This is an optimization exercise on Yosys and OpenROAD, whose aim is small area, not a production implementation. Function was checked by simulation only, so behaviour that the tests miss may differ from the original. Power is estimated from default activity; no workload was simulated.

===== run.sh =====
#!/bin/bash
# synth_recipe.tcl (not shown) runs the flow's synth.tcl, then flattens the netlist and writes it again
# the make line also repeats each setting of config.mk as NAME=value (left out here)
make -C /OpenROAD-flow-scripts/flow DESIGN_CONFIG=/design/flow/config.mk WORK_HOME=/design/flow/orfs CLKGATE_MAP_FILE= SYNTH_SCRIPT=/design/flow/synth_recipe.tcl finish

===== config.mk =====
export PLATFORM = sky130hd
export DESIGN_NAME = pacman_game
export DESIGN_NICKNAME = pacman_game
export VERILOG_FILES = /design/flow/design.v
export SDC_FILE = /design/flow/constraint.sdc
export NUM_CORES = 4
export LEC_CHECK = 0
export CAP_MARGIN = 20
export CORE_MARGIN = 2
export CORE_UTILIZATION = 25
export SLEW_MARGIN = 20

===== constraint.sdc =====
create_clock -name core_clock -period 25.0 [get_ports {clk}]
set_input_delay 5.0000 -clock core_clock [delete_from_list [all_inputs] [get_ports {clk}]]
set_output_delay 5.0000 -clock core_clock [all_outputs]
set_load 0.01 [all_outputs]

===== design.v =====
module pacman (
    input  logic       clk,
    input  logic       reset,
    input  logic       frame_en,
    input  logic       home,         
    input  logic [7:0] keycode,
    output logic [9:0] x,
    output logic [9:0] y,
    output logic [2:0] mn            
);
    logic [8:0] X, Y;
    logic [2:0] m, l, ln;
    pac_maze u_maze (.X(X), .Y({1'b0, Y}), .m(m), .l(l), .ph(1'b0), .eat(1'b0), .mn(mn));
    always_comb begin
        ln = l;
        case (keycode)
            8'h1A: ln = 3'b111;
            8'h16: ln = 3'b110;
            8'h04: ln = 3'b101;
            8'h07: ln = 3'b100;
            default: ;
        endcase
    end
    always_ff @(posedge clk) begin
        if (reset || (frame_en && home)) begin
            X <= 9'd321;
            Y <= 9'd307;
            m <= 3'b000;
            l <= 3'b000;
        end else if (frame_en) begin
            m <= mn;
            l <= ln;
            if (mn[2] && !mn[1]) X <= mn[0] ? X - 9'd1 : X + 9'd1;
            if (mn[2] &&  mn[1]) Y <= mn[0] ? Y - 9'd1 : Y + 9'd1;
        end
    end
    assign x = {1'b0, X};
    assign y = {1'b0, Y};
endmodule
module pac_maze(input logic [8:0] X, input logic [9:0] Y, input logic [2:0] m, input logic [2:0] l, input logic ph, input logic eat, output logic [2:0] mn);
    logic yr, xc, rh, ch;
    logic [3:0] k;
    assign yr = (Y[2:0] == 3'd3);
    assign xc = (X[2:0] == 3'd4);
    assign rh = (Y == 10'd131) | (Y == 10'd163) | (Y == 10'd187) | (Y == 10'd211) | (Y == 10'd235) | (Y == 10'd259) | (Y == 10'd283) | (Y == 10'd307) | (Y == 10'd331) | (Y == 10'd355);
    assign ch = (X == 9'd220) | (X == 9'd236) | (X == 9'd260) | (X == 9'd284) | (X == 9'd308) | (X == 9'd332) | (X == 9'd356) | (X == 9'd380) | (X == 9'd404) | (X == 9'd420);
    assign k[0] = (~ch) |
        (~rh) |
        (~X[8] & Y[5]) |
        (X[4] & ~X[5] & X[8] & ~Y[3] & ~Y[4]) |
        (X[5] & ~Y[5] & ~Y[6] & Y[7]) |
        (X[5] & ~X[6] & ~Y[5] & ~Y[7]) |
        (X[4] & Y[4] & Y[5] & ~Y[8]) |
        (~X[3] & X[6] & ~Y[3] & Y[5]) |
        (~X[5] & ~X[6] & ~X[7] & Y[5] & ~Y[7]) |
        (~X[3] & Y[3] & ~Y[4] & Y[5]) |
        (X[4] & ~X[7] & Y[3] & ~Y[5] & Y[6]) |
        (~X[4] & ~X[8] & Y[4]) |
        (X[7] & X[8] & Y[4] & ~Y[5]) |
        (~X[3] & X[6] & ~Y[3] & Y[7]) |
        (~X[3] & ~Y[5] & ~Y[6] & ~Y[8]) |
        (X[3] & ~X[5] & ~Y[3] & ~Y[5] & ~Y[7]) |
        (X[5] & X[6] & ~Y[4] & Y[5] & Y[8]);
    assign k[1] = (Y[3] & ~Y[4] & Y[7] & rh & ch) |
        (X[5] & ~X[6] & Y[3] & ~Y[5] & rh & ch) |
        (X[4] & ~X[8] & ~Y[5] & rh & ch) |
        (~X[4] & ~X[5] & X[6] & Y[3] & xc & rh) |
        (X[3] & X[5] & ~Y[3] & ~Y[6] & ~Y[7] & rh & ch) |
        (~X[3] & ~X[5] & ~Y[3] & ~Y[6] & ~Y[7] & rh & ch) |
        (X[2] & X[5] & X[6] & Y[4] & ~Y[5] & ~Y[8] & rh) |
        (X[5] & X[7] & X[8] & ~Y[4] & Y[7] & rh & ch) |
        (~X[3] & ~X[5] & ~X[6] & ~X[7] & Y[4] & Y[7] & xc & rh) |
        (X[4] & X[5] & X[8] & Y[4] & Y[5] & Y[7] & xc & rh) |
        (X[4] & ~X[8] & ~Y[3] & ~Y[8] & rh & ch) |
        (X[3] & ~X[6] & Y[6] & Y[7] & rh & ch) |
        (~X[5] & ~X[6] & ~Y[3] & ~Y[5] & Y[8] & rh & ch) |
        (X[5] & X[6] & ~Y[4] & ~Y[6] & ~Y[7] & rh & ch) |
        (~X[5] & X[6] & ~Y[5] & ~Y[6] & Y[7] & rh & ch) |
        (~X[3] & X[4] & ~X[7] & ~Y[5] & ~Y[6] & ~Y[8] & rh & ch);
    assign k[2] = (~ch) |
        (~rh) |
        (X[5] & ~X[8] & ~Y[6]) |
        (~X[5] & X[6] & ~Y[4] & ~Y[5]) |
        (~X[3] & ~X[5] & X[7] & Y[5]) |
        (X[4] & ~X[5] & ~Y[5] & ~Y[8]) |
        (~X[3] & X[6] & ~Y[5] & Y[7]) |
        (X[7] & Y[3] & Y[4] & Y[8]) |
        (X[5] & ~X[6] & ~Y[4] & ~Y[5]) |
        (~X[4] & ~X[5] & Y[4] & ~Y[5] & ~Y[7]) |
        (~X[5] & ~X[6] & ~Y[4] & Y[5] & ~Y[7]) |
        (X[4] & X[5] & X[6] & ~Y[3] & ~Y[4] & Y[5]) |
        (~X[3] & X[4] & ~X[7] & Y[3]) |
        (~X[4] & X[6] & X[7] & Y[5]) |
        (X[3] & ~X[4] & Y[3] & Y[7]) |
        (~X[3] & X[6] & ~Y[4] & Y[5] & Y[8]) |
        (X[4] & X[5] & Y[4] & ~Y[5] & ~Y[7]) |
        (~X[3] & ~X[5] & ~Y[3] & Y[5] & Y[7]);
    assign k[3] = (X[5] & X[7] & X[8] & ~Y[3] & ~Y[7] & xc & rh) |
        (X[3] & X[4] & X[8] & Y[3] & ~Y[4] & ~Y[7] & rh & ch) |
        (~X[4] & ~X[6] & ~X[7] & ~Y[4] & ~Y[5] & Y[8] & rh & ch) |
        (~X[5] & ~X[8] & Y[5] & Y[6] & yr & ch) |
        (X[4] & ~X[8] & Y[3] & Y[5] & rh & ch) |
        (X[3] & ~X[6] & Y[3] & Y[4] & ~Y[8] & rh & ch) |
        (X[3] & X[5] & X[6] & ~Y[5] & Y[6] & ~Y[8] & rh) |
        (X[4] & X[6] & ~Y[3] & ~Y[5] & Y[8] & rh & ch) |
        (~X[4] & ~X[5] & ~X[6] & ~Y[3] & Y[4] & ~Y[8] & rh) |
        (~X[4] & X[5] & ~X[6] & Y[3] & ~Y[8] & rh & ch) |
        (~X[3] & X[6] & Y[3] & ~Y[6] & ~Y[8] & rh & ch) |
        (~X[3] & X[6] & Y[0] & Y[1] & Y[3] & Y[6] & ~Y[7] & ch) |
        (~X[5] & X[6] & X[7] & Y[4] & Y[5] & ~Y[7] & yr & xc);
    assign mn[0] = (~k[0] & ~k[1] & l[0]) |
        (~k[0] & ~k[2] & ~k[3] & l[0]) |
        (~k[1] & ~k[3] & ~m[1] & l[0] & ~l[1]) |
        (k[1] & k[3] & m[0]) |
        (k[0] & m[0] & m[1] & l[0] & ~l[1]) |
        (k[0] & k[1] & ~k[2] & l[0] & l[1]) |
        (k[0] & k[3] & l[0] & l[1]) |
        (k[0] & k[1] & k[2] & l[0] & ~l[1]) |
        (~k[0] & k[1] & ~k[2] & m[0] & ~l[1]) |
        (~k[0] & ~k[2] & m[0] & ~m[1] & l[1]) |
        (~k[1] & k[2] & m[1] & l[0] & l[1]) |
        (~k[2] & m[0] & ~m[1] & l[0] & l[1]) |
        (k[0] & k[2] & m[0] & ~m[1] & l[1]) |
        (k[0] & ~k[1] & k[2] & m[0] & m[1] & ~l[1]);
    assign mn[1] = (k[1] & ~k[2] & l[1]) |
        (~k[0] & ~k[1] & l[0] & l[1]) |
        (k[0] & ~k[1] & k[2] & m[1]) |
        (~k[0] & k[2] & ~l[0] & l[1]) |
        (k[1] & k[3]) |
        (k[0] & ~k[2] & ~k[3] & ~l[0] & l[1]) |
        (k[3] & l[0] & l[1]) |
        (k[1] & ~l[0] & l[1]) |
        (k[0] & k[1] & ~k[2] & m[1] & l[0]) |
        (~k[0] & k[1] & ~k[2] & m[1] & ~l[0]);
    assign mn[2] = (~k[1] & ~k[3] & ~l[1] & l[2]) |
        (~k[0] & ~k[2] & l[0]) |
        (~k[1] & k[2] & m[2]) |
        (k[1] & ~l[0] & l[1]) |
        (k[0] & ~k[2] & ~k[3] & ~l[0]) |
        (~k[0] & m[0] & ~l[0]) |
        (k[1] & ~k[2] & l[1]) |
        (k[3] & l[0] & l[1]) |
        (k[1] & ~m[0] & m[1]) |
        (k[0] & k[3] & ~l[0] & ~l[1]) |
        (k[0] & k[2] & l[0] & ~l[1]) |
        (~k[1] & ~k[3] & ~m[1] & m[2]) |
        (~k[0] & k[2] & ~l[0]) |
        (~k[2] & ~k[3] & m[1] & ~l[1]);
endmodule
module clyde (
    input  logic       clk,
    input  logic       reset,
    input  logic       frame_en,
    input  logic       over,         
    input  logic       hit,          
    input  logic       eat_time,
    input  logic       pac_home,     
    input  logic [8:0] pacX,
    input  logic [8:0] pacY,
    output logic [9:0] x,
    output logic [9:0] y
);
    logic [8:0] X;
    logic [9:0] Y;
    logic [2:0] m, l, ln, mn;
    logic [1:0] slow;
    clyde_maze u_maze (.X(X), .Y(Y), .m(m), .l(l), .ph(pac_home), .eat(eat_time), .mn(mn));
    logic signed [10:0] dy, dx;
    logic vert;
    assign dy = {1'b0, Y} - {2'b00, pacY};
    assign dx = {2'b00, X} - {2'b00, pacX};
    always_comb begin
        if (!dy[10] && !dx[10])     vert = dy > dx;
        else if (dy[10] && dx[10])  vert = dy < dx;
        else if (dy[10])            vert = (dy + dx) < 0;
        else                        vert = (dy + dx) > 0;
        ln = l;
        if (dy != 0 && dx != 0) begin
            if (vert) ln = {2'b11, !dy[10]};
            else      ln = {2'b10, !dx[10]};
        end
    end
    always_ff @(posedge clk) begin
        if (reset || (frame_en && over)) begin
            X <= 9'd336;
            Y <= 10'd235;
            m <= 3'b000;
            l <= 3'b000;
            slow <= 2'd0;
        end else if (frame_en && hit) begin
            X <= 9'd336;
            Y <= 10'd235;
            m <= 3'b000;
            l <= 3'b000;
        end else if (frame_en) begin
            if (slow == 2'd0) slow <= 2'd1;
            else begin
                slow <= (slow == 2'd1) ? 2'd2 : 2'd0;
                m <= mn;
                l <= ln;
                if (mn[2] && !mn[1]) X <= mn[0] ? X - 1'b1 : X + 1'b1;
                if (mn[2] &&  mn[1]) Y <= mn[0] ? Y - 1'b1 : Y + 1'b1;
            end
        end
    end
    assign x = {1'b0, X};
    assign y = Y;
endmodule
module clyde_maze(input logic [8:0] X, input logic [9:0] Y, input logic [2:0] m, input logic [2:0] l, input logic ph, input logic eat, output logic [2:0] mn);
    logic yr, xc, rh, ch;
    logic [3:0] k;
    assign yr = (Y[2:0] == 3'd3);
    assign xc = (X[2:0] == 3'd4);
    assign rh = (Y == 10'd131) | (Y == 10'd163) | (Y == 10'd187) | (Y == 10'd211) | (Y == 10'd235) | (Y == 10'd259) | (Y == 10'd283) | (Y == 10'd307) | (Y == 10'd331) | (Y == 10'd355);
    assign ch = (X == 9'd220) | (X == 9'd236) | (X == 9'd260) | (X == 9'd284) | (X == 9'd308) | (X == 9'd332) | (X == 9'd356) | (X == 9'd380) | (X == 9'd404) | (X == 9'd420);
    assign k[0] = (X[5] & ~X[6] & Y[5] & ~Y[7] & rh & ch) |
        (X[4] & ~X[8] & ~Y[5] & rh & ch) |
        (~X[4] & X[6] & Y[3] & Y[6] & ~Y[7] & rh & ch) |
        (X[4] & Y[5] & Y[6] & ~Y[8] & rh & ch) |
        (~X[5] & X[6] & X[8] & Y[4] & Y[5] & yr & ch) |
        (~X[3] & ~X[6] & ~Y[3] & Y[4] & ~Y[6] & rh & ch) |
        (~X[0] & ~X[1] & ~X[2] & ~X[3] & ~X[4] & ~X[5] & Y[6] & ~Y[8] & rh) |
        (X[5] & ~X[6] & X[7] & Y[3] & Y[7] & xc & rh) |
        (X[3] & ~X[4] & ~X[5] & Y[3] & ~Y[7] & rh & ch) |
        (~X[5] & X[7] & X[8] & Y[3] & ~Y[4] & yr & ch) |
        (~X[4] & X[5] & ~Y[3] & ~Y[5] & ~Y[7] & rh & ch) |
        (~X[4] & ~X[7] & Y[3] & ~Y[5] & Y[6] & rh & ch) |
        (X[3] & ~X[4] & X[8] & ~Y[5] & ~Y[6] & ~Y[8] & rh & ch) |
        (X[3] & X[5] & ~X[7] & ~Y[3] & Y[4] & Y[5] & rh & ch) |
        (X[4] & ~X[5] & ~Y[3] & ~Y[5] & Y[6] & ~Y[8] & yr & ch) |
        (~X[3] & X[4] & X[5] & ~Y[3] & Y[6] & ~Y[8] & xc & rh) |
        (X[3] & ~X[4] & ~X[5] & X[6] & Y[5] & ~Y[7] & xc & rh) |
        (~X[3] & ~X[5] & ~X[7] & Y[3] & Y[5] & ~Y[6] & rh & ch) |
        (X[3] & ~X[5] & ~X[6] & ~Y[4] & ~Y[6] & ~Y[7] & xc & rh) |
        (~X[3] & X[6] & Y[0] & Y[1] & Y[3] & Y[4] & ~Y[6] & Y[7] & ch);
    assign k[1] = (~rh) |
        (~Y[6] & ~ch) |
        (Y[8] & ~ch) |
        (X[1]) |
        (X[0]) |
        (~X[3] & Y[6] & xc) |
        (X[3] & ~ch) |
        (X[5] & Y[4] & ~Y[8]) |
        (~X[6] & ~Y[4] & ~Y[5]) |
        (~X[4] & Y[5] & Y[8]) |
        (X[5] & ~X[8]) |
        (X[4] & X[8] & ~Y[4] & Y[8]) |
        (X[5] & ~X[6] & Y[8]) |
        (X[4] & Y[3] & Y[4] & Y[7]) |
        (~X[3] & X[4] & ~Y[5]) |
        (X[5] & ~Y[5] & Y[7]) |
        (~X[8] & ~Y[3] & ~Y[7]) |
        (~X[5] & ~X[7] & ~Y[3] & Y[8]) |
        (~X[4] & Y[3] & Y[6] & ~Y[8]) |
        (~X[6] & ~xc) |
        (X[5] & ~ch) |
        (~X[5] & ~X[6] & X[7] & Y[7]);
    assign k[2] = (X[4] & ~X[8] & rh & ch) |
        (X[5] & ~X[6] & X[7] & ~Y[5] & rh & ch) |
        (X[4] & X[5] & ~X[6] & Y[3] & xc & rh) |
        (X[3] & ~X[4] & X[8] & ~Y[6] & Y[7] & rh & ch) |
        (X[5] & Y[3] & ~Y[4] & Y[7] & rh & ch) |
        (~X[5] & X[6] & Y[3] & ~Y[5] & rh & ch) |
        (~X[3] & ~X[5] & Y[5] & ~Y[6] & Y[8] & rh & ch) |
        (~X[4] & X[6] & ~Y[5] & Y[6] & Y[7] & rh & ch) |
        (~X[3] & X[4] & ~X[7] & ~Y[4] & ~Y[8] & rh & ch) |
        (X[3] & ~X[6] & Y[4] & Y[7] & rh & ch) |
        (~X[6] & ~Y[4] & Y[6] & ~Y[8] & rh & ch) |
        (X[3] & ~X[6] & ~Y[5] & Y[8] & rh & ch) |
        (X[4] & X[6] & ~Y[3] & Y[4] & Y[8] & rh & ch) |
        (~X[3] & X[5] & X[7] & ~Y[3] & ~Y[8] & rh & ch) |
        (~X[4] & X[5] & X[8] & Y[4] & ~Y[5] & rh & ch) |
        (X[3] & X[5] & X[7] & ~Y[3] & Y[4] & yr & xc) |
        (X[4] & X[5] & X[8] & ~Y[5] & Y[6] & ~Y[7] & xc & rh) |
        (X[4] & X[5] & X[8] & Y[3] & ~Y[6] & ~Y[8] & xc & rh);
    assign k[3] = (X[4] & ~X[8] & rh & ch) |
        (X[5] & X[7] & X[8] & xc & rh) |
        (~X[7] & Y[3] & ~Y[4] & Y[6] & Y[8] & yr & ch) |
        (~X[4] & X[5] & X[8] & Y[5] & ~Y[6] & rh & ch) |
        (~X[6] & ~X[7] & Y[3] & ~Y[6] & Y[7] & rh & ch) |
        (X[3] & ~X[6] & ~Y[3] & Y[4] & rh & ch) |
        (~X[4] & ~X[5] & ~Y[5] & ~Y[6] & Y[7] & rh & ch) |
        (X[4] & X[5] & ~Y[5] & ~Y[6] & Y[7] & rh & ch) |
        (X[5] & ~X[6] & Y[3] & rh & ch) |
        (~X[8] & ~Y[3] & Y[4] & rh & ch) |
        (~X[3] & X[6] & Y[4] & Y[6] & rh & ch) |
        (~X[4] & ~X[5] & X[6] & Y[3] & ~Y[7] & xc & rh) |
        (~X[3] & X[5] & X[6] & ~Y[3] & ~Y[5] & ~Y[7] & xc & rh) |
        (X[4] & ~X[5] & ~Y[3] & Y[4] & Y[5] & Y[8] & yr & ch) |
        (X[4] & ~X[5] & ~X[7] & ~Y[3] & Y[5] & ~Y[8] & rh & ch) |
        (~X[0] & ~X[1] & ~X[2] & ~X[3] & ~X[4] & Y[5] & Y[6] & ~Y[8] & rh) |
        (X[3] & ~X[4] & X[8] & ~Y[2] & Y[3] & Y[5] & ~Y[6] & ~Y[8] & ch);
    assign mn[0] = (k[0] & k[1] & k[3]) |
        (~k[0] & ~k[1] & ~k[3] & m[2] & l[0]) |
        (~k[0] & k[1] & ~k[2] & ~k[3] & m[0]) |
        (~k[2] & k[3] & l[0] & ~l[1]) |
        (k[0] & ~k[1] & ~k[2] & ~k[3] & ~l[0]) |
        (~k[1] & k[2] & ~k[3] & l[0]) |
        (k[0] & k[1] & ~k[2] & l[0]) |
        (k[1] & m[0] & m[1] & l[0]) |
        (k[2] & k[3] & ~m[0] & ~m[1] & ~l[1]) |
        (k[0] & ~k[2] & k[3] & l[0]) |
        (~k[0] & ~k[1] & k[2] & m[1] & l[0]) |
        (~m[2] & ~ph & ~eat) |
        (k[2] & ~m[0] & l[0] & l[1]) |
        (k[0] & k[1] & ~m[1] & l[0]) |
        (~k[0] & m[0] & ~m[1] & l[0] & l[1]) |
        (k[0] & k[1] & ~k[2] & m[1] & l[1]) |
        (k[0] & k[2] & ~m[0] & ~m[1] & ~l[1]) |
        (k[0] & ~k[2] & k[3] & m[0] & ~l[1]) |
        (k[1] & ~k[2] & ~k[3] & m[0] & l[1]) |
        (k[1] & k[2] & k[3] & m[0] & m[1] & ~l[1]) |
        (k[0] & ~k[1] & ~k[3] & m[0] & ~l[0] & ~l[1]) |
        (~k[0] & ~k[1] & k[2] & ~k[3] & m[0] & l[1]);
    assign mn[1] = (~k[1] & k[3] & ~l[0] & l[1]) |
        (k[1] & k[2] & ~k[3] & l[1]) |
        (k[0] & k[1] & k[3] & m[0]) |
        (~m[0] & m[1] & l[0] & l[1]) |
        (~k[0] & k[1] & ~k[2] & ~k[3] & m[1]) |
        (~k[0] & ~k[1] & ~k[2] & ~k[3] & m[2] & l[1]) |
        (k[1] & k[2] & ~k[3] & l[0]) |
        (k[0] & ~k[1] & k[2] & ~k[3] & ~l[0]) |
        (k[2] & ~k[3] & l[0] & l[1]) |
        (k[0] & k[1] & l[0] & l[1]) |
        (k[0] & ~k[1] & ~k[2] & k[3] & ~l[0]) |
        (~k[0] & ~k[1] & k[2] & k[3] & l[1]) |
        (~k[0] & ~k[2] & k[3] & ~l[0] & l[1]) |
        (k[0] & ~k[2] & k[3] & l[0] & l[1]) |
        (m[1] & ~l[2]) |
        (~k[0] & m[0] & m[1] & ~l[0] & l[1]) |
        (k[1] & k[2] & m[0] & ~m[1] & l[0] & l[1]) |
        (~k[0] & k[3] & ~m[0] & ~m[1] & ~l[0] & l[1]);
    assign mn[2] = (m[2]) |
        (~ph & ~eat);
endmodule
module stinky (
    input  logic       clk,
    input  logic       reset,
    input  logic       frame_en,
    input  logic       over,         
    input  logic       hit,          
    input  logic       eat_time,
    input  logic       pac_home,     
    input  logic [8:0] pacX,
    input  logic [8:0] pacY,
    output logic [9:0] x,
    output logic [9:0] y
);
    logic [8:0] X;
    logic [8:0] Y;
    logic [2:0] m, l, ln, mn;
    logic [1:0] slow;
    stinky_maze u_maze (.X(X), .Y({1'b0, Y}), .m(m), .l(l), .ph(pac_home), .eat(eat_time), .mn(mn));
    always_comb begin
        ln = l;
        if (pacY < Y)       ln = {2'b11, !eat_time};
        else if (pacY > Y)  ln = {2'b11, eat_time};
        else if (pacX > X)  ln = {2'b10, eat_time};
        else if (pacX < X)  ln = {2'b10, !eat_time};
    end
    always_ff @(posedge clk) begin
        if (reset || (frame_en && over)) begin
            X <= 9'd304;
            Y <= 9'd235;
            m <= 3'b000;
            l <= 3'b000;
            slow <= 2'd0;
        end else if (frame_en && hit) begin
            X <= 9'd304;
            Y <= 9'd235;
            m <= 3'b000;
            l <= 3'b000;
        end else if (frame_en) begin
            if (slow == 2'd0) slow <= 2'd1;
            else begin
                slow <= (slow == 2'd1) ? 2'd2 : 2'd0;
                m <= mn;
                l <= ln;
                if (mn[2] && !mn[1]) X <= mn[0] ? X - 1'b1 : X + 1'b1;
                if (mn[2] &&  mn[1]) Y <= mn[0] ? Y - 1'b1 : Y + 1'b1;
            end
        end
    end
    assign x = {1'b0, X};
    assign y = {1'b0, Y};
endmodule
module stinky_maze(input logic [8:0] X, input logic [9:0] Y, input logic [2:0] m, input logic [2:0] l, input logic ph, input logic eat, output logic [2:0] mn);
    logic yr, xc, rh, ch;
    logic [3:0] k;
    assign yr = (Y[2:0] == 3'd3);
    assign xc = (X[2:0] == 3'd4);
    assign rh = (Y == 10'd131) | (Y == 10'd163) | (Y == 10'd187) | (Y == 10'd211) | (Y == 10'd235) | (Y == 10'd259) | (Y == 10'd283) | (Y == 10'd307) | (Y == 10'd331) | (Y == 10'd355);
    assign ch = (X == 9'd220) | (X == 9'd236) | (X == 9'd260) | (X == 9'd284) | (X == 9'd308) | (X == 9'd332) | (X == 9'd356) | (X == 9'd380) | (X == 9'd404) | (X == 9'd420);
    assign k[0] = (X[4] & X[8] & ~Y[5] & Y[6] & ~Y[7] & rh & ch) |
        (X[2] & X[5] & X[7] & X[8] & ~Y[5] & rh) |
        (~X[3] & X[5] & ~X[7] & ~Y[3] & Y[4] & rh & ch) |
        (~X[6] & ~X[7] & Y[4] & Y[5] & Y[7] & rh & ch) |
        (X[3] & X[4] & ~X[7] & Y[3] & ~Y[4] & rh & ch) |
        (~X[0] & ~X[1] & ~X[2] & ~X[3] & ~X[4] & ~X[5] & Y[6] & ~Y[8] & rh) |
        (~X[5] & ~X[8] & ~Y[3] & ~Y[7] & xc & rh) |
        (X[5] & ~X[6] & ~Y[5] & Y[7] & rh & ch) |
        (X[3] & ~Y[3] & Y[4] & ~Y[6] & rh & ch) |
        (X[5] & ~X[8] & Y[3] & Y[6] & rh & ch) |
        (X[4] & X[5] & ~X[6] & Y[3] & ~Y[6] & xc & rh) |
        (~X[0] & ~X[1] & ~X[5] & ~X[8] & Y[4] & ~Y[8] & rh) |
        (~X[4] & X[5] & ~Y[4] & ~Y[6] & ~Y[7] & rh & ch) |
        (X[3] & ~X[4] & X[8] & Y[5] & ~Y[7] & rh & ch) |
        (X[5] & X[7] & X[8] & ~Y[4] & ~Y[6] & xc & rh) |
        (~X[0] & ~X[1] & X[2] & ~X[3] & X[4] & X[5] & ~X[6] & Y[5] & Y[8] & rh);
    assign k[1] = (X[3] & ~X[4] & ~X[7] & Y[3] & rh & ch) |
        (~X[0] & ~X[1] & ~X[5] & ~X[8] & ~Y[5] & rh) |
        (X[4] & ~X[5] & ~X[6] & ~Y[3] & Y[4] & rh & ch) |
        (~X[3] & ~X[4] & X[5] & X[6] & X[8] & Y[5] & ~Y[6] & xc & rh) |
        (~X[3] & X[5] & X[7] & Y[4] & Y[5] & rh & ch) |
        (X[4] & X[6] & X[8] & ~Y[4] & ~Y[6] & Y[7] & rh & ch) |
        (~X[3] & ~X[5] & ~X[7] & ~Y[3] & ~Y[6] & ~Y[8] & rh & ch) |
        (~X[3] & ~X[4] & ~X[5] & ~X[7] & Y[3] & ~Y[7] & xc & rh) |
        (~X[0] & ~X[1] & ~X[2] & ~X[3] & ~X[4] & ~X[5] & Y[6] & ~Y[8] & rh) |
        (X[3] & ~X[6] & ~Y[3] & Y[5] & ~Y[8] & rh & ch) |
        (X[4] & X[6] & Y[3] & ~Y[5] & ~Y[6] & rh & ch) |
        (~X[3] & ~X[4] & X[7] & ~Y[3] & Y[8] & rh & ch) |
        (~X[4] & ~X[5] & X[6] & ~Y[4] & ~Y[5] & ~Y[8] & xc & rh) |
        (~X[4] & X[6] & X[8] & Y[3] & ~Y[4] & ~Y[7] & xc & rh) |
        (~X[0] & ~X[1] & ~X[3] & X[5] & ~X[6] & ~Y[4] & Y[6] & ~Y[8] & ~xc);
    assign k[2] = (~xc & ~rh) |
        (~X[3] & X[4] & ~X[7] & ~Y[3] & Y[5] & rh & ch) |
        (X[3] & ~X[4] & ~X[5] & X[6] & ~Y[3] & Y[5] & xc & rh) |
        (X[3] & ~X[6] & ~Y[3] & Y[5] & ~Y[6] & rh & ch) |
        (~X[4] & X[5] & X[6] & X[8] & Y[4] & ~Y[7] & rh & ch) |
        (~X[5] & X[6] & Y[4] & ~Y[5] & ~Y[8] & rh & ch) |
        (~X[3] & X[4] & ~Y[5] & Y[6] & Y[7] & rh & ch) |
        (~X[3] & X[6] & ~Y[3] & Y[5] & Y[7] & rh & ch) |
        (X[4] & X[6] & X[8] & ~Y[5] & ~Y[6] & ~Y[8] & rh & ch) |
        (X[3] & X[4] & ~X[5] & X[8] & Y[4] & ~Y[7] & rh & ch) |
        (X[3] & ~X[4] & X[5] & X[7] & Y[3] & ~Y[4] & yr & xc) |
        (~X[4] & ~X[6] & ~X[7] & ~Y[5] & ~Y[6] & ~Y[8] & rh & ch) |
        (~X[3] & X[4] & ~X[5] & Y[0] & Y[1] & Y[3] & ~Y[4] & ch);
    assign k[3] = (X[2] & ~rh) |
        (~Y[6] & ~ch) |
        (~Y[7] & ~ch) |
        (X[1] & Y[4]) |
        (~X[5] & ~X[6] & ~ch) |
        (X[5] & X[6] & ~xc) |
        (X[0] & ~Y[3]) |
        (X[7] & Y[4]) |
        (X[4] & ~X[5] & ~Y[5] & ~Y[8]) |
        (~X[4] & X[5] & ~Y[3] & Y[6]) |
        (~X[7] & ~Y[5] & Y[6] & ~Y[7]) |
        (X[3] & ~X[4] & ~Y[5] & ~Y[6]) |
        (X[3] & ~Y[3] & ~ch) |
        (X[6] & xc & ~ch) |
        (X[4] & X[6] & ~Y[3] & Y[6]) |
        (X[5] & ~X[6] & ~Y[5] & ~Y[7]) |
        (~X[5] & X[6] & Y[3] & rh) |
        (~X[3] & X[5] & ~Y[4] & ~Y[5] & Y[7]) |
        (X[4] & ~X[5] & ~Y[3] & Y[6]) |
        (~X[4] & ~X[6] & ~Y[4] & ~Y[7]) |
        (X[4] & ~X[6] & Y[3] & ~Y[6] & ~Y[8]) |
        (~X[6] & ~Y[3] & ~ch) |
        (X[5] & ~X[8] & Y[5]) |
        (~X[4] & ~X[6] & ~Y[5] & Y[6]) |
        (X[4] & X[7] & X[8] & ~Y[3]) |
        (X[3] & X[6] & ~Y[3] & ~Y[5] & ~Y[7]) |
        (~X[3] & X[6] & Y[4] & ~Y[8] & ch);
    assign mn[0] = (~k[1] & k[2] & l[0]) |
        (k[1] & ~k[2] & ~k[3] & m[2] & l[0]) |
        (k[1] & k[3] & ~m[0]) |
        (~k[1] & m[0] & m[1] & l[0]) |
        (k[2] & l[0] & ~l[1]) |
        (k[0] & ~k[1] & ~k[3] & l[0]) |
        (~k[0] & ~k[1] & k[3] & m[0]) |
        (k[0] & m[0] & l[0] & l[1]) |
        (~k[1] & k[2] & m[0] & l[1]) |
        (k[0] & ~k[2] & l[0] & l[1]) |
        (k[0] & ~k[1] & m[0] & m[1] & ~l[1]) |
        (k[0] & k[3] & ~m[0] & ~m[1] & ~l[1]) |
        (~k[3] & m[0] & ~m[1] & l[0] & l[1]) |
        (~k[1] & k[2] & m[0] & m[1]) |
        (~k[1] & ~m[2] & l[0] & l[1]) |
        (k[0] & k[2] & ~m[0] & m[1] & l[1]) |
        (~k[3] & ~m[0] & m[1] & l[0] & l[1]);
    assign mn[1] = (~k[0] & ~k[1] & k[3] & m[1]) |
        (~k[0] & ~k[2] & ~k[3] & m[0] & l[1]) |
        (k[0] & ~k[1] & ~k[2] & ~k[3] & l[1]) |
        (~k[1] & k[2] & l[0] & l[1]) |
        (k[1] & k[2] & ~l[0] & l[1]) |
        (k[0] & k[1] & k[3]) |
        (~m[0] & m[1] & l[0] & l[1]) |
        (~k[1] & k[2] & m[0] & m[1]) |
        (~k[0] & k[1] & ~k[2] & ~k[3] & m[2] & l[1]) |
        (~k[1] & ~m[2] & l[1]) |
        (~k[0] & ~k[1] & ~k[2] & m[1] & l[0]) |
        (~k[0] & k[1] & m[0] & ~l[0] & l[1]) |
        (k[0] & ~k[1] & ~k[2] & ~k[3] & m[1] & ~l[0]) |
        (k[1] & k[3] & ~m[0] & l[0] & l[1]) |
        (~k[0] & ~k[1] & ~k[2] & m[1] & l[1]) |
        (~k[1] & m[0] & m[1] & ~l[0] & l[1]) |
        (k[0] & k[3] & m[0] & ~m[1] & l[0] & l[1]) |
        (k[0] & k[3] & ~m[0] & ~m[1] & ~l[0] & l[1]);
    assign mn[2] = (m[1]) |
        (k[1] & m[2]) |
        (~k[1] & l[1]) |
        (k[2]) |
        (k[3]) |
        (~k[0] & ~k[1] & ~l[0]) |
        (k[0] & l[0]) |
        (k[1] & ~ph & ~eat) |
        (~m[0] & m[2] & l[0]);
endmodule
module tinky (
    input  logic       clk,
    input  logic       reset,
    input  logic       frame_en,
    input  logic       over,         
    input  logic       hit,          
    input  logic       eat_time,
    input  logic       pac_home,     
    input  logic [8:0] pacX,
    input  logic [8:0] pacY,
    output logic [9:0] x,
    output logic [9:0] y
);
    logic [8:0] X;
    logic [9:0] Y;
    logic [2:0] m, l, ln, mn;
    logic [1:0] slow;
    tinky_maze u_maze (.X(X), .Y(Y), .m(m), .l(l), .ph(pac_home), .eat(eat_time), .mn(mn));
    always_comb begin
        ln = l;
        if (pacX > X)       ln = {2'b10, eat_time};
        else if (pacX < X)  ln = {2'b10, !eat_time};
        else if (pacY < Y)  ln = {2'b11, !eat_time};
        else if (pacY > Y)  ln = 3'b110;
    end
    always_ff @(posedge clk) begin
        if (reset || (frame_en && over)) begin
            X <= 9'd320;
            Y <= 10'd235;
            m <= 3'b000;
            l <= 3'b000;
            slow <= 2'd0;
        end else if (frame_en && hit) begin
            X <= 9'd320;
            Y <= 10'd235;
            m <= 3'b000;
            l <= 3'b000;
        end else if (frame_en) begin
            if (slow == 2'd0) slow <= 2'd1;
            else begin
                slow <= (slow == 2'd1) ? 2'd2 : 2'd0;
                m <= mn;
                l <= ln;
                if (mn[2] && !mn[1]) X <= mn[0] ? X - 1'b1 : X + 1'b1;
                if (mn[2] &&  mn[1]) Y <= mn[0] ? Y - 1'b1 : Y + 1'b1;
            end
        end
    end
    assign x = {1'b0, X};
    assign y = Y;
endmodule
module tinky_maze(input logic [8:0] X, input logic [9:0] Y, input logic [2:0] m, input logic [2:0] l, input logic ph, input logic eat, output logic [2:0] mn);
    logic yr, xc, rh, ch;
    logic [3:0] k;
    assign yr = (Y[2:0] == 3'd3);
    assign xc = (X[2:0] == 3'd4);
    assign rh = (Y == 10'd131) | (Y == 10'd163) | (Y == 10'd187) | (Y == 10'd211) | (Y == 10'd235) | (Y == 10'd259) | (Y == 10'd283) | (Y == 10'd307) | (Y == 10'd331) | (Y == 10'd355);
    assign ch = (X == 9'd220) | (X == 9'd236) | (X == 9'd260) | (X == 9'd284) | (X == 9'd308) | (X == 9'd332) | (X == 9'd356) | (X == 9'd380) | (X == 9'd404) | (X == 9'd420);
    assign k[0] = (X[4] & ~X[7] & Y[3] & Y[6] & rh & ch) |
        (~X[3] & ~X[6] & ~X[7] & Y[3] & ~Y[6] & rh & ch) |
        (~X[4] & ~X[6] & ~Y[3] & ~Y[4] & ~Y[8] & rh & ch) |
        (X[3] & X[4] & Y[5] & ~Y[6] & ~Y[7] & rh & ch) |
        (X[2] & X[5] & X[7] & X[8] & ~Y[5] & rh) |
        (~X[3] & X[6] & ~Y[3] & Y[4] & rh & ch) |
        (X[4] & X[5] & ~Y[5] & ~Y[6] & Y[7] & rh & ch) |
        (X[5] & X[6] & X[8] & ~Y[3] & Y[5] & Y[7] & rh & ch) |
        (~X[0] & ~X[1] & ~X[2] & ~X[3] & ~X[4] & ~X[5] & Y[6] & ~Y[8] & rh) |
        (~X[5] & ~X[8] & ~Y[3] & ~Y[7] & xc & rh) |
        (X[3] & ~X[6] & Y[4] & Y[5] & rh & ch) |
        (~X[5] & ~X[8] & Y[3] & Y[5] & rh & ch) |
        (X[4] & X[5] & Y[3] & ~Y[7] & rh & ch) |
        (X[5] & ~X[8] & ~Y[3] & Y[4] & yr & ch) |
        (~X[4] & X[5] & ~Y[4] & ~Y[6] & ~Y[7] & rh & ch) |
        (~X[5] & ~X[6] & ~X[7] & ~Y[3] & Y[5] & Y[7] & rh & ch);
    assign k[1] = (~X[7] & Y[3] & ~Y[5] & rh & ch) |
        (~X[5] & ~X[8] & xc & rh) |
        (~X[5] & X[6] & Y[7] & rh & ch) |
        (~X[4] & Y[3] & ~Y[4] & rh & ch) |
        (X[5] & ~X[6] & Y[5] & ~Y[7] & rh & ch) |
        (X[5] & ~X[6] & ~Y[5] & Y[7] & rh & ch) |
        (X[3] & ~X[4] & ~X[7] & Y[5] & rh & ch) |
        (~X[4] & ~X[6] & X[7] & Y[3] & rh & ch) |
        (X[6] & ~X[7] & Y[3] & ~Y[6] & rh & ch) |
        (X[4] & X[5] & ~X[6] & Y[5] & rh & ch) |
        (X[3] & ~X[5] & Y[4] & Y[7] & rh & ch) |
        (~X[0] & ~X[1] & ~X[2] & ~X[3] & ~X[4] & ~X[5] & Y[6] & ~Y[8] & rh) |
        (X[7] & Y[0] & Y[1] & ~Y[2] & ~Y[3] & Y[4] & Y[5] & ~Y[7] & ch) |
        (~X[3] & X[6] & Y[4] & Y[6] & rh & ch) |
        (~X[4] & ~X[5] & ~Y[3] & Y[5] & ~Y[8] & rh & ch) |
        (~X[5] & X[7] & X[8] & Y[3] & ~Y[4] & yr & ch) |
        (X[3] & X[5] & X[8] & ~Y[3] & Y[5] & Y[7] & rh & ch);
    assign k[2] = (Y[2] & Y[7] & ~Y[8] & ~Y[9]) |
        (~Y[5] & ~Y[7] & Y[8] & ~Y[9] & ~rh) |
        (~Y[6] & ~Y[7] & Y[8] & ~Y[9] & ~rh) |
        (Y[4] & Y[7] & ~Y[8] & ~Y[9] & ~rh) |
        (Y[6] & Y[7] & ~Y[8] & ~Y[9] & ~rh) |
        (Y[3] & Y[7] & ~Y[8] & ~Y[9] & ~rh) |
        (~X[4] & ~X[5] & Y[3] & Y[8] & ch) |
        (~X[4] & X[8] & Y[4] & ~Y[6] & ~Y[8] & ch) |
        (X[5] & X[6] & X[8] & ~Y[3] & Y[5] & ~Y[6] & ch) |
        (X[4] & ~X[8] & ~Y[5] & ch) |
        (Y[5] & Y[7] & ~Y[8] & ~Y[9] & ~yr) |
        (~Y[2] & ~Y[3] & ~Y[4] & ~Y[7] & Y[8] & ~Y[9] & ~rh) |
        (~X[3] & X[7] & ~Y[3] & Y[4] & ch) |
        (~X[4] & ~X[5] & ~X[6] & ~Y[6] & ~Y[8] & ch) |
        (X[3] & X[4] & X[8] & ~Y[3] & Y[5] & ~Y[6] & ch) |
        (X[3] & X[6] & X[8] & ~Y[5] & ~Y[6] & Y[7] & ch) |
        (~X[4] & X[5] & X[6] & X[8] & ~Y[4] & ~Y[5] & ~Y[7] & ch) |
        (X[4] & ~X[5] & ~Y[3] & Y[4] & ~Y[5] & ch) |
        (~X[5] & X[6] & Y[3] & Y[5] & Y[6] & rh) |
        (~X[4] & X[7] & X[8] & ~Y[3] & ~Y[7] & ch) |
        (X[4] & X[6] & Y[3] & Y[4] & ~Y[5] & ch);
    assign k[3] = (Y[2] & Y[7] & ~Y[8] & ~Y[9]) |
        (~Y[5] & ~Y[7] & Y[8] & ~Y[9] & ~rh) |
        (~Y[6] & ~Y[7] & Y[8] & ~Y[9] & ~rh) |
        (Y[6] & Y[7] & ~Y[8] & ~Y[9] & ~rh) |
        (Y[3] & Y[7] & ~Y[8] & ~Y[9] & ~rh) |
        (~Y[3] & Y[4] & ~Y[6] & Y[7] & ~Y[8] & ~Y[9]) |
        (X[4] & ~X[8] & ch) |
        (X[5] & ~X[6] & Y[3] & ch) |
        (~X[7] & Y[3] & Y[6] & Y[8] & ch) |
        (X[7] & ~Y[3] & Y[4] & ch) |
        (Y[5] & Y[7] & ~Y[8] & ~Y[9] & ~yr) |
        (~X[4] & X[5] & ~X[7] & Y[5] & ~Y[8] & ch) |
        (X[3] & X[4] & ~X[5] & Y[5] & ~Y[6] & ch) |
        (~Y[2] & ~Y[3] & ~Y[4] & ~Y[7] & Y[8] & ~Y[9] & ~yr) |
        (~X[5] & X[6] & Y[3] & ch) |
        (~X[4] & ~X[6] & ~Y[5] & ~Y[6] & Y[7] & ch) |
        (~X[3] & ~X[4] & Y[4] & Y[5] & ~Y[7] & ch) |
        (X[3] & X[6] & ~X[7] & ~Y[4] & ~Y[5] & ~Y[8] & ch) |
        (~X[0] & ~X[1] & ~X[3] & ~X[4] & Y[3] & Y[6] & Y[7] & rh) |
        (~X[4] & X[7] & X[8] & ~Y[7] & ch) |
        (~X[3] & X[6] & Y[4] & Y[7] & ch) |
        (X[3] & ~X[6] & Y[4] & ~Y[8] & ch) |
        (X[5] & ~X[6] & ~Y[4] & ~Y[5] & ~Y[8] & ch) |
        (X[3] & ~X[6] & ~Y[3] & ~Y[6] & Y[8] & ch) |
        (X[4] & X[5] & Y[3] & Y[4] & Y[5] & ch);
    assign mn[0] = (k[2] & ~k[3] & l[0]) |
        (~k[0] & k[1] & k[2] & ~m[0]) |
        (k[0] & ~k[2] & l[0] & ~l[1]) |
        (~k[0] & k[1] & ~k[3] & l[0]) |
        (~k[0] & ~k[1] & m[0] & l[0]) |
        (~k[0] & ~k[1] & ~k[3] & m[0]) |
        (k[0] & ~k[1] & l[0] & ~l[1]) |
        (~k[0] & ~k[2] & k[3] & l[0] & l[1]) |
        (k[0] & k[1] & k[2] & k[3] & ~ph & ~eat) |
        (k[0] & ~k[2] & m[0] & ~m[1] & l[1]) |
        (k[0] & ~k[1] & ~k[2] & l[0]) |
        (~k[1] & ~k[3] & m[0] & ~l[1]) |
        (k[1] & ~k[2] & ~k[3] & m[0] & l[1]) |
        (k[0] & ~k[2] & k[3] & ~m[0] & m[1] & l[1]) |
        (k[0] & k[1] & k[2] & k[3] & m[0] & ph) |
        (~k[1] & m[0] & ~m[1] & l[0]) |
        (~k[1] & k[2] & ~k[3] & ~m[1] & ~l[1]) |
        (~k[0] & ~k[1] & k[2] & m[0] & ~l[1]) |
        (~k[0] & k[3] & ~m[0] & l[0] & l[1]) |
        (~k[0] & ~k[2] & m[0] & m[1] & l[0]);
    assign mn[1] = (~k[0] & k[3] & l[1]) |
        (k[0] & ~k[3] & m[1] & l[1]) |
        (~k[2] & k[3] & l[1]) |
        (~k[1] & ~k[3] & m[1] & ~l[0]) |
        (~k[0] & ~k[1] & m[1] & l[0]) |
        (k[2] & ~k[3] & l[1]) |
        (~k[0] & k[3] & m[0] & l[0]) |
        (k[0] & ~k[1] & ~l[0] & l[1]) |
        (~k[0] & k[1] & l[0] & l[1]) |
        (k[0] & k[1] & k[2] & k[3] & m[2] & ph) |
        (k[0] & k[1] & k[2] & k[3] & ~ph & ~eat) |
        (~k[0] & k[2] & ~m[0] & ~l[0]) |
        (k[0] & ~k[1] & ~k[3] & ~l[0]) |
        (~k[2] & k[3] & ~m[0] & m[1] & l[0]) |
        (~k[0] & ~k[1] & k[2]) |
        (k[0] & ~k[1] & ~k[2] & l[1]) |
        (k[1] & k[3] & m[0] & ~m[1] & l[0]) |
        (~k[2] & k[3] & ~m[0] & ~m[1] & ~l[0]) |
        (k[0] & ~k[2] & k[3] & m[0] & m[1] & ~l[0]);
    assign mn[2] = (~m[1] & m[2]) |
        (~k[0] & k[3]) |
        (k[0] & ~k[3]) |
        (~k[2] & l[0]) |
        (~k[1] & ~l[0]) |
        (k[0] & k[1] & m[2] & ph) |
        (~k[1] & ~l[1]) |
        (~k[3] & ~l[1]) |
        (k[1] & k[2] & ~ph & ~eat) |
        (k[0] & ~k[2]);
endmodule
module collision (
    input  logic [8:0] pac_x,
    input  logic [8:0] pac_y,
    input  logic [8:0] clyde_x,
    input  logic [9:0] clyde_y,
    input  logic [8:0] stinky_x,
    input  logic [8:0] stinky_y,
    input  logic [8:0] tinky_x,
    input  logic [9:0] tinky_y,
    input  logic       eat_time,
    output logic [3:0] collide
);
    logic hc, hs, ht;
    assign hc = (pac_x[8:3] == clyde_x[8:3])  && ({1'b0, pac_y[8:3]} == clyde_y[9:3]);
    assign hs = (pac_x[8:3] == stinky_x[8:3]) && (pac_y[8:3] == stinky_y[8:3]);
    assign ht = (pac_x[8:3] == tinky_x[8:3])  && ({1'b0, pac_y[8:3]} == tinky_y[9:3]);
    always_comb begin
        if (eat_time) collide = hc ? 4'b1000 : hs ? 4'b0100 : ht ? 4'b0010 : 4'b0000;
        else          collide = {3'b000, hc | hs | ht};
    end
endmodule
module lives (
    input  logic       clk,
    input  logic       reset,
    input  logic       en,
    input  logic       touch,        
    output logic [3:0] livesout,
    output logic       lost
);
    logic [1:0] n;
    logic stop;
    always_ff @(posedge clk) begin
        if (reset) begin
            n <= 2'd3;
            lost <= 1'b0;
            stop <= 1'b0;
        end else if (en) begin
            if (n == 2'd0) lost <= 1'b1;
            else if (touch && !stop) begin
                n <= n - 2'd1;
                stop <= 1'b1;
            end else stop <= 1'b0;
        end
    end
    assign livesout = {2'b00, n};
endmodule
module scorereg (
    input  logic        clk,
    input  logic        reset,
    input  logic        scoreUpdate,
    output logic [11:0] scoreout,
    output logic [3:0]  cien,
    output logic [3:0]  diez,
    output logic [3:0]  uno,
    output logic        won
);
    always_ff @(posedge clk) begin
        if (reset) begin
            scoreout <= 12'd0;
            cien <= 4'd0;
            diez <= 4'd0;
            uno <= 4'd0;
            won <= 1'b0;
        end else if (scoreUpdate) begin
            scoreout <= scoreout + 12'd1;
            if (scoreout == 12'h1de || scoreout == 12'h1df) won <= 1'b1;
            if (scoreout == 12'hfff) begin
                cien <= 4'd0;
                diez <= 4'd0;
                uno <= 4'd0;
            end else if (uno != 4'd9) uno <= uno + 4'd1;
            else begin
                uno <= 4'd0;
                if (diez != 4'd9) diez <= diez + 4'd1;
                else begin
                    diez <= 4'd0;
                    cien <= cien + 4'd1;
                end
            end
        end
    end
endmodule
module eat_counter (
    input  logic clk,
    input  logic reset,
    input  logic en,
    output logic eat_time,
    output logic white
);
    localparam logic [1:0] IDLE = 2'd0, RUNNING = 2'd1, DONE = 2'd2;
    logic [1:0]  state;
    logic [10:0] counter;
    always_ff @(posedge clk) begin
        if (reset) begin
            state <= IDLE;
            counter <= 11'd0;
            eat_time <= 1'b0;
            white <= 1'b0;
        end else begin
            case (state)
                IDLE: if (en) begin
                    state <= RUNNING;
                    counter <= 11'd0;
                end
                RUNNING: begin
                    eat_time <= 1'b1;
                    white <= (counter >= 11'd1300 && counter <= 11'd1400) ||
                             (counter >= 11'd1500 && counter <= 11'd1600) ||
                             (counter >= 11'd1700 && counter <= 11'd1800) ||
                             (counter >= 11'd1900 && counter <= 11'd2000);
                    if (en) counter <= 11'd0;
                    else begin
                        counter <= counter + 11'd1;
                        if (counter == 11'd2000) state <= DONE;
                    end
                end
                default: if (!en) begin
                    state <= IDLE;
                    eat_time <= 1'b0;
                    white <= 1'b0;
                end
            endcase
        end
    end
endmodule
module pacman_fsm (
    input  logic       clk,
    input  logic       reset,
    input  logic [2:0] mn,           
    input  logic       won,
    output logic       tick,
    output logic [3:0] pac_code
);
    localparam logic [3:0] CIRCLE = 4'd0, UP_CLOSE = 4'd1, UP_OPEN = 4'd2,
        RIGHT_CLOSE = 4'd3, RIGHT_OPEN = 4'd4, DOWN_CLOSE = 4'd5, DOWN_OPEN = 4'd6,
        LEFT_CLOSE = 4'd7, LEFT_OPEN = 4'd8;
    logic [4:0] counter;
    logic [3:0] state, nxt;
    logic opened;
    assign tick = (counter == 5'd20);
    assign opened = (state == UP_OPEN) || (state == DOWN_OPEN) ||
                    (state == LEFT_OPEN) || (state == RIGHT_OPEN);
    always_comb begin
        if (won || !mn[2]) nxt = CIRCLE;
        else if (!mn[1] && mn[0])
            nxt = (opened || state == UP_CLOSE) ? LEFT_CLOSE : LEFT_OPEN;
        else if (!mn[1]) nxt = opened ? RIGHT_CLOSE : RIGHT_OPEN;
        else if (mn[0])  nxt = opened ? UP_CLOSE : UP_OPEN;
        else             nxt = opened ? DOWN_CLOSE : DOWN_OPEN;
    end
    always_ff @(posedge clk) begin
        if (reset) begin
            counter <= 5'd0;
            state <= CIRCLE;
            pac_code <= 4'd0;
        end else begin
            counter <= tick ? 5'd0 : counter + 5'd1;
            if (tick) state <= nxt;
            pac_code <= state;
        end
    end
endmodule
module ghost_fsm (
    input  logic       clk,
    input  logic       reset,
    input  logic       tick,
    output logic [1:0] ghost_code
);
    logic second, g0;
    always_ff @(posedge clk) begin
        if (reset) begin
            second <= 1'b0;
            g0 <= 1'b0;
        end else begin
            if (tick) second <= !second;
            g0 <= second;
        end
    end
    assign ghost_code = {1'b0, g0};
endmodule
module pacman_game (
    input  logic        clk,
    input  logic        reset,
    input  logic        frame_tick,
    input  logic [7:0]  keycode,
    input  logic        pellet,
    input  logic        power_pellet,
    output logic [9:0]  pac_x,
    output logic [9:0]  pac_y,
    output logic [9:0]  clyde_x,
    output logic [9:0]  clyde_y,
    output logic [9:0]  stinky_x,
    output logic [9:0]  stinky_y,
    output logic [9:0]  tinky_x,
    output logic [9:0]  tinky_y,
    output logic [3:0]  collide,
    output logic [3:0]  lives,
    output logic        lost,
    output logic        won,
    output logic [11:0] score,
    output logic [3:0]  score_hundreds,
    output logic [3:0]  score_tens,
    output logic [3:0]  score_ones,
    output logic        eat_time,
    output logic        white,
    output logic [3:0]  pac_code,
    output logic [1:0]  ghost_code
);
    logic [2:0] pac_mn;
    logic over, touch, tick, pac_home;
    assign pac_home = (pac_x == 10'd321) && (pac_y == 10'd307);
    assign over  = won | lost;
    assign touch = (collide == 4'b0001);
    pacman u_pacman (
        .clk(clk), .reset(reset), .frame_en(frame_tick), .home(over | touch),
        .keycode(keycode), .x(pac_x), .y(pac_y), .mn(pac_mn)
    );
    clyde u_clyde (
        .clk(clk), .reset(reset), .frame_en(frame_tick), .over(over),
        .hit(touch | collide[3]), .eat_time(eat_time), .pac_home(pac_home),
        .pacX(pac_x[8:0]), .pacY(pac_y[8:0]), .x(clyde_x), .y(clyde_y)
    );
    stinky u_stinky (
        .clk(clk), .reset(reset), .frame_en(frame_tick), .over(over),
        .hit(touch | collide[2]), .eat_time(eat_time), .pac_home(pac_home),
        .pacX(pac_x[8:0]), .pacY(pac_y[8:0]), .x(stinky_x), .y(stinky_y)
    );
    tinky u_tinky (
        .clk(clk), .reset(reset), .frame_en(frame_tick), .over(over),
        .hit(touch | collide[1]), .eat_time(eat_time), .pac_home(pac_home),
        .pacX(pac_x[8:0]), .pacY(pac_y[8:0]), .x(tinky_x), .y(tinky_y)
    );
    collision u_collision (
        .pac_x(pac_x[8:0]), .pac_y(pac_y[8:0]),
        .clyde_x(clyde_x[8:0]), .clyde_y(clyde_y),
        .stinky_x(stinky_x[8:0]), .stinky_y(stinky_y[8:0]),
        .tinky_x(tinky_x[8:0]), .tinky_y(tinky_y),
        .eat_time(eat_time), .collide(collide)
    );
    lives u_lives (
        .clk(clk), .reset(reset), .en(frame_tick), .touch(touch),
        .livesout(lives), .lost(lost)
    );
    scorereg u_score (
        .clk(clk), .reset(reset), .scoreUpdate(pellet), .scoreout(score),
        .cien(score_hundreds), .diez(score_tens), .uno(score_ones), .won(won)
    );
    eat_counter u_eat (
        .clk(clk), .reset(reset), .en(power_pellet),
        .eat_time(eat_time), .white(white)
    );
    pacman_fsm u_pac_anim (
        .clk(clk), .reset(reset), .mn(pac_mn), .won(won),
        .tick(tick), .pac_code(pac_code)
    );
    ghost_fsm u_ghost_anim (
        .clk(clk), .reset(reset), .tick(tick), .ghost_code(ghost_code)
    );
endmodule

==> impl_summary.txt <==
----------------------------------------------------
[Run status]
  Run status ... complete, no violations

[Finish]
  Number of filler cells placed in the layout ... 7561
  Post-route cell area ... 20100 um2
  P&R area growth vs syn ... 14.7%
  Share of post-route cells with drive strength above 1 ... 0.0528
  Net count of the finished layout ... 2562
  Count of antenna diodes in the layout ... 0

[Worst setup path]
  Cell chain of the critical path ... inv_1 > ha_1 > nand4_1 > nor4_1 > nor2_1 > a21oi_1 > clkdlybuf4s50_1
  Type of destination of the critical path ... output pin
  Arrival @ worst endpoint ... 3.80 ns
  Nature of the critical path startpoint ... flip-flop
  Type of the worst setup path ... flip-flop to output pin
  R2R setup slack ... 18.27 ns
  Count of buffering cells on the critical path with inverters included ... 2
  CP delay by family, top ... buffers and inverters
  Critical Path Slowest Stage Cell ... dfxtp_1
  Largest incremental delay on the critical path ... 0.88 ns
  Worst reg2reg path startpoint ... u_clyde.X[3]
  Register-to-Register Path Depth ... 24
  FF-to-FF End ... u_clyde.Y[9]
  Max Fanout on Critical Path ... 27
  Req. time, crit path ... 20.00 ns

[Global routing]
  Wire length of the first global-routing pass ... 92900 um
  Maximum number of pins on one net before global-route repair ... 51
  Final global-route overflow total ... 0
  Number of global-route vias before repair ... 16200
  Number of antenna violations at the first check in global routing ... 1
  Total Routing Usage GR ... 0.161

[STA]
  Final setup TNS ... 0 ns
  Final setup viols ... 0
  Period Utilization, post-route ... 0.352
  Achievable Freq ... 114 MHz
  Final max-slew violation count ... 0
  Fin. Hold Viols ... 0
  Slew at the pin closest to its max-slew limit ... 1.01 ns
  Worst clock skew ... 0.0124 ns
  Post-layout min period ... 8.80 ns
  Tightest hold margin ... 0.453 ns
  Setup repair after global routing missed its margin ... false
  Normalized max-slew margin ... 0.326

[Power]
  Share of total power in combinational logic ... 0.668
  Switching Fraction ... 0.482
  Internal power ... 941 uW
  Static leakage power ... 0.00802 uW
  Power density over the cells ... 90.2 nW/um2
  Overall power after layout ... 1820 uW
  Part of the total power dissipated in the clock network ... 0.152
  Reg power frac ... 0.180
  Peak supply drop ... 125 uV
  Net Switching ... 874 uW

[Route]
  Remaining design rule violation count ... 0
  Number of design-rule violations left by the first detailed-router iteration ... 1618
  DR pass1 iterations ... 6
  Avg WL per Cell ... 17.6 um
  Post-Route WL ... 58900 um
  Post-route ant nets ... 0
  Overall via count from detail_route ... 17900
  Vias/cell ... 5.36

[Synthesis]
  Count of warnings emitted by yosys ... 10
  Xor/xnor cell area share of the yosys netlist ... 0.0549
  Synthesized cell area ... 17600 um2
  Mean Syn Cell Area ... 7.44 um2
  Multiplexer area fraction after synthesis ... 0.0220
  Simple-gate share of the synthesized area ... 0.273
  Number of enable-type register cells in the synthesized netlist ... 0
  Mapped Cells ... 2359
  Area share of fa/ha/maj cells after synthesis ... 0.117
  Number of synthesized register bits ... 161
  Number of distinct library cell variants in the gate-level netlist after synthesis ... 104
  Part of the Yosys area used for sequential elements ... 0.184
  Compound-gate portion of the synthesized area ... 0.274
  Asr flop ratio synth ... 0
  Largest family of logic cells by synthesized area ... compound AO/OA/AOI/OAI gates
  Most used flip-flop cell after synthesis ... dfxtp_1

[CTS]
  Clock tree from TritonCTS ... built
  Post-CTS clock slew at the launch and capture registers of the worst setup and hold paths ... 0.07 ns
  Total setup buffers inserted after CTS ... 0
  Worst-case clock buffer depth ... 2
  Number of buffers added by the clock tree synthesis step ... 17
  CTS Hold Buffers Added ... 0
  Clk Latency, worst-skew pair ... 0.49 ns
  Quantity of gates resized following cts ... 0
  Number of sinks driven by the clock tree ... 161
  Number of H-tree branching levels ... 4
  CTS Root Cell ... clkbuf_16

[Placement]
  Post-detailed-placement half-perimeter wirelength ... 42700 um
  IO Port Bufs ... 125
  Placement Cell Area ... 19500 um2
  Final weighted congestion in routability-driven placement ... 0.923

[Die]
  Die width ... 269 um
  FP Rows ... 97
  Height of the chip ... 269 um
  Die Outline Area ... 72400 um2
  I/O pin total ... 135
  Starting utilization of the core area ... 0.252
  Placeable core region ... 69800 um2

[Hold path]
  Hold/Removal Path Class ... flip-flop to flip-flop
  Destination of the worst hold path ... u_lives.stop
  Depth of the worst hold-timing path ... 2
  Beginning of the worst hold path ... u_lives.stop

[Run]
  Max Cap Violations ... 0

----------------------------------------------------
-- power groups by stage --
| stage | sequential, uW | combinational [uW] | clock, uW |
|---|---|---|---|
| final | 328 | 1210 | 275 |
| after global routing | 332 | 1350 | 293 |
| after CTS | 326 | 1210 | 284 |
| after detailed placement | 333 | 1210 | 0 |
| after global placement | 332 | 1200 | 0 |
| after floorplan | 308 | 1000 | 0 |
-- registers in the layout, summed over array words and instances (netlist names), 4 cells and up --
register and count:
u_clyde.X 9, u_clyde.Y 10, u_eat.counter 11, u_pac_anim.counter 5, u_pac_anim.pac_code 4, u_pac_anim.state 4
u_pacman.X 9, u_pacman.Y 9, u_score.cien 4, u_score.diez 4, u_score.scoreout 12, u_score.uno 4
u_stinky.X 9, u_stinky.Y 9, u_tinky.X 9, u_tinky.Y 10
-- tightest hold or removal path, stage by stage, from the launching register on --
cell and delay [ns]:
dfxtp_1 0.31, nand2_1 0.05, a21oi_1 0.05
-- how the worst max path moves through the flow --
stage / to / from / cells after the start / slack [ns]
6_report: collide[0] / u_stinky.X[5] / 7 / 16.20
3_3_place_gp: collide[0] / u_stinky.Y[3] / 7 / 16.75
4_1_cts: collide[0] / u_stinky.Y[3] / 7 / 16.16
3_5_place_dp: collide[0] / u_stinky.X[5] / 7 / 16.72
5_1_grt: collide[0] / u_stinky.Y[5] / 7 / 15.89
2_1_floorplan: collide[0] / u_pacman.X[5] / 10 / 17.55
-- cells by family (layout without fill, tap and decap cells) --
family,after synthesis,in the layout
AND/OR/NAND/NOR,879,879
AO/OA/AOI/OAI,704,704
buffers and inverters,308,345
flip-flops,161,161
adder cells (fa/ha/maj),158,158
XOR/XNOR,110,110
multiplexers,38,38
other,1,9
-- stage by stage --
step           setup slack, ns   util  instances
2_1_floorplan            17.55      -       2367
3_3_place_gp             16.75  0.280       3312
3_5_place_dp             16.72  0.280       3312
4_1_cts                  16.16  0.289       3344
5_1_grt                  15.89  0.289       3344
6_report                 16.20  0.289       3344
-- layer usage --
layer | track usage | vias up | wire length, um
li1 | - | 8751 | -
met1 | 0.221 | 8410 | 27000
met2 | 0.246 | 653 | 25900
met3 | 0.0431 | 93 | 4780
met4 | 0.0452 | 2 | 1210
met5 | 0 | - | 20
-- final cells by class --
cell class                 count  area [um2]  area share
tap                          940        1180      0.0584
inverter                     148         556      0.0276
clock buffer                  17         425      0.0211
clock inverter                15         164     0.00814
sequential                   161        3220       0.160
multi-input combinational   1898       13000       0.648
timing repair buffer         165        1550      0.0768
-- synthesized netlist by cell type (27+ instances only) --
cell type | number | share of area
a211oi_1 | 35 | 0.015
a21o_1 | 44 | 0.019
a21oi_1 | 162 | 0.046
a31oi_1 | 40 | 0.014
buf_2 | 63 | 0.018
clkbuf_1 | 69 | 0.015
dfxtp_1 | 161 | 0.18
ha_1 | 147 | 0.10
inv_1 | 145 | 0.031
mux2i_1 | 33 | 0.019
nand2_1 | 165 | 0.035
nand2b_1 | 58 | 0.021
nand3_1 | 61 | 0.017
nand4_1 | 43 | 0.015
nor2_1 | 197 | 0.042
nor2b_1 | 55 | 0.020
nor3_1 | 53 | 0.015
nor4_1 | 32 | 0.011
o211ai_1 | 35 | 0.015
o21a_1 | 40 | 0.017
o21ai_0 | 112 | 0.032
or3_1 | 27 | 0.0096
xnor2_1 | 68 | 0.034
xor2_1 | 42 | 0.021
-- cells in the final DEF (no fill, tap or decap), types with 55 or more instances in the layout --
master / n
nand2_1: 165
a21oi_1: 161
clkdlybuf4s50_1: 124
xnor2_1: 68
nor2_1: 197
nand2b_1: 58
inv_1: 145
ha_1: 147
nand3_1: 61
dfxtp_1: 161
o21ai_0: 112
nor2b_1: 55

## static timing again, ports no longer ideal
No port has a modelled driver above. Below, the same layout with a new extraction and two added sets of constraints.
Step 1 sets driving cells, clkbuf_16 on the clock port and buf_2 on the other inputs (assumed; they add their load-dependent delay and slew).
Step 2 adds t to the input delays and takes it off the output delays; t is the mean of the earliest and latest rising clock arrival at the registers after step 1. Input paths then give back, and output paths get back, about the clock's delay inside the block.
Three values: no drivers, after step 1, after step 2; two values: the first two.
shift t [ns]: 0.542
setup WS [ns]: 16.195 / 16.141 / 16.684
hold WS [ns]: 0.453 / 0.453 / 0.453
worst register clock-pin slew, ns: 0.08 / 0.08
pins driven straight from the clock port: 1
After both steps setup and hold are still met in this run. The setup slack of this run moves by -0.054 ns with the drivers and by +0.489 ns with both steps.
